What follows belongs to an exercise in optimizing a design on an open flow for small area; a production flow would make more cautious choices. Only simulation tests tie the RTL to the original design; equivalence was not proved.

Design mul_unit, start of the top module:
module mul_unit (
    input wire clk,
    input wire A_flag,
    input wire U_flag,
    input wire LongMul,
    input wire [31:0] Rm_data,
    input wire [31:0] Rs_data,
    input wire [31:0] Rn_data,
    input wire [31:0] RdHi_data,
    input wire [31:0] RdLo_data,
    input wire [3:0] cpsr_flags,
    output wire [31:0] result_lo,
    output wire [31:0] result_hi,
    output wire [3:0] flags_out
);
Size in the first run: roughly 2800 cells after synthesis, about 130 flip-flops, about 240 I/O pins, about 0.028 mm2 of cells after synthesis.
clock: 14.0 ns
lec_check: 0
abc_area: 1
cap_margin: 20
core_margin: 2
core_utilization: 40
place_density: 0.45
slew_margin: 20
synth_hierarchical: 1
synth_minimum_keep_size: 0
standard.sh (not shown) runs the stock make flow with config.mk's settings and CLKGATE_MAP_FILE= SYNTH_SCRIPT=/design/flow/synth_recipe.tcl, a recipe that flattens the netlist after the stock synthesis.
==> flow/flow/run.sh <==
#!/bin/bash
set -euo pipefail
bash standard.sh "BUFFER_PORTS_ARGS=-buffer_cell sky130_fd_sc_hd__buf_1" "CTS_ARGS=-sink_clustering_enable -repair_clock_nets -dont_use_dummy_load -buf_list sky130_fd_sc_hd__clkbuf_8" finish > standard_flow.log 2>&1
The first run finished clean.
Change:
Settings changed: PLACE_DENSITY 0.45 to default.
Setup slack improved by 290 ps.
Wire length goes down by 7.2%.
Die area stays the same.
Sequential share of layout area barely changes.
Clock skew hardly moves.
Global-route usage goes down by 2.4 points.
Final cell count stays flat.
Synthesized area stays the same.
Core utilization stays flat.
Design area is about the same.
Change:
Settings changed: PLACE_DENSITY from default to 0.8.
Outcome: The new run produced a clean layout. Die area does not change. Flip-flop and latch count does not change. Design area stays flat. Critical path depth rises by 1. Count of clock-buffer cells in the layout is unchanged. Global-route usage falls by 1.2 points. Wire length falls by 4.6%.

---

Another version of the RTL of mul_unit (not shown whole).
Size in the first run: about 240 I/O pins.
Design mul_unit, start of the top module:
module mul_unit (
    input wire clk,
    input wire A_flag,
    input wire U_flag,
    input wire LongMul,
    input wire [31:0] Rm_data,
    input wire [31:0] Rs_data,
    input wire [31:0] Rn_data,
    input wire [31:0] RdHi_data,
    input wire [31:0] RdLo_data,
    input wire [3:0] cpsr_flags,
    output wire [31:0] result_lo,
    output wire [31:0] result_hi,
    output wire [3:0] flags_out
);
wire [63:0] res_w;
wire c_w;
multiplier u_mul (
    .A_flag(A_flag),
    .U_flag(U_flag),
    .LongMul(LongMul),
    .Rm_data(Rm_data),
    .Rs_data(Rs_data),
    .Rn_data(Rn_data),
    .RdHi_data(RdHi_data),
    .RdLo_data(RdLo_data),
    .res(res_w),
    .prod32(c_w)
);
reg [63:0] res_q, res_qq;
reg c_q, c_qq, v_q, v_qq, l_q, l_qq;
always @(posedge clk) begin
    res_q <= res_w;
    c_q <= c_w;
    v_q <= cpsr_flags[0];
    l_q <= LongMul;
    res_qq <= res_q;
    c_qq <= c_q;
    v_qq <= v_q;
    l_qq <= l_q;
end
assign result_lo = res_qq[31:0];
assign result_hi = res_qq[63:32];
assign flags_out = {l_qq ? res_qq[63] : res_qq[31],
                    ~|res_qq[31:0] & (~l_qq | ~|res_qq[63:32]),
  ...
==> flow/config.mk <==
export PLATFORM = sky130hd
export DESIGN_NAME = mul_unit
export DESIGN_NICKNAME = mul_unit
export VERILOG_FILES = /design/flow/design.v
export SDC_FILE = /design/flow/constraint.sdc
export NUM_CORES = 4
export LEC_CHECK = 0
export ABC_AREA = 1
export CAP_MARGIN = 20
export CORE_MARGIN = 2
export CORE_UTILIZATION = 40
export SLEW_MARGIN = 20
export SYNTH_HIERARCHICAL = 1
export SYNTH_MINIMUM_KEEP_SIZE = 0
==> flow/constraint.sdc <==
create_clock -name core_clock -period 14.0 [get_ports {clk}]
set_input_delay 2.8000 -clock core_clock [delete_from_list [all_inputs] [get_ports {clk}]]
set_output_delay 2.8000 -clock core_clock [all_outputs]
set_load 0.01 [all_outputs]
==> flow/flow/run.sh <==
#!/bin/bash
# Standard layout, except that the port buffers are the smallest buffer cell.
set -euo pipefail
bash standard.sh "BUFFER_PORTS_ARGS=-buffer_cell sky130_fd_sc_hd__buf_1" finish > standard_flow.log 2>&1
Edit:
==> flow/run.sh (new file) <==
#!/bin/bash
# synth_recipe.tcl (not shown) runs the flow's synth.tcl, then flattens the netlist and writes it again
# the make line also repeats each setting of config.mk as NAME=value (left out here)
make -C /OpenROAD-flow-scripts/flow DESIGN_CONFIG=/design/flow/config.mk WORK_HOME=/design/flow/orfs CLKGATE_MAP_FILE= SYNTH_SCRIPT=/design/flow/synth_recipe.tcl finish
removed: flow/flow/run.sh
removed: flow/standard.sh
The changed run completed with no timing, DRC or antenna violations.
Wire length grows by a few percent.
Final area came out higher by a few percent.
Clock skew hardly moves.
Global-route usage increases by 1.3 points.
Die area stays the same.
Core utilization grows by 2.0 points.
Edit:
==> flow/flow/run.sh (new file) <==
#!/bin/bash
set -euo pipefail
bash standard.sh "BUFFER_PORTS_ARGS=-buffer_cell sky130_fd_sc_hd__buf_1" "CTS_ARGS=-sink_clustering_enable -repair_clock_nets -dont_use_dummy_load -buf_list sky130_fd_sc_hd__clkbuf_8" finish > standard_flow.log 2>&1
==> flow/standard.sh (new file) <==
#!/bin/bash
# synth_recipe.tcl (not shown) runs the flow's synth.tcl, then flattens the netlist and writes it again
# the make line also repeats each setting of config.mk as NAME=value (left out here)
make -C /OpenROAD-flow-scripts/flow DESIGN_CONFIG=/design/flow/config.mk WORK_HOME=/design/flow/orfs CLKGATE_MAP_FILE= SYNTH_SCRIPT=/design/flow/synth_recipe.tcl "${@:-finish}"
Settings changed: CAP_MARGIN 20 to 0, GPL_ROUTABILITY_DRIVEN set to 0, GPL_TIMING_DRIVEN set to 0, SLEW_MARGIN 20 to 0.
removed: flow/run.sh
Effect: Worst hold slack gets worse by 0.012 ns; wire length grows by roughly a tenth; worst setup slack gets worse by 0.85 ns; global-route usage came out higher by 2.5 points; cell count grows by a few percent; cell area goes down by a few percent.

==> re-timing with driven ports <==
In the flow no input, the clock included, has a driving cell. The finished layouts below were timed again as built, in two steps. Step 1: set_driving_cell puts a clkbuf_16 on clk and a buf_2 on each other input, an assumption about the parent block. Step 2 moves the port delays by t, midway between the first and last clock arrival at a register: inputs arrive t later, outputs are due t later. That takes back most of the time a late clock gives input paths. Slacks: no drivers / after step 1 / after step 2; pairs: no drivers / after step 1.
| run | t (ns) | setup slack, ns | slew at the worst register clock pin (ns) |
|---|---|---|---|
| the first run of note 1 | 0.565 | 1.153 / 1.174 / 0.609 | 0.10 / 0.10 |
| the second run of note 1 | 0.589 | 1.445 / 1.449 / 0.860 | 0.10 / 0.10 |
| the third run of note 1 | 0.582 | 1.329 / 1.331 / 0.749 | 0.09 / 0.09 |
| the first run of note 2 | 0.551 | 1.438 / 1.446 / 0.895 | 0.07 / 0.07 |
| the second run of note 2 | 0.550 | 1.251 / 1.242 / 0.691 | 0.07 / 0.07 |
| the third run of note 2 | 0.613 | 0.398 / 0.425 / -0.189 | 0.09 / 0.09 |
Met with ideal ports but missed after step 2: setup timing in the third run of note 2. The setup slack of the third run of note 2, which loses most, moves by +0.027 ns with the drivers and by -0.587 ns with both steps.
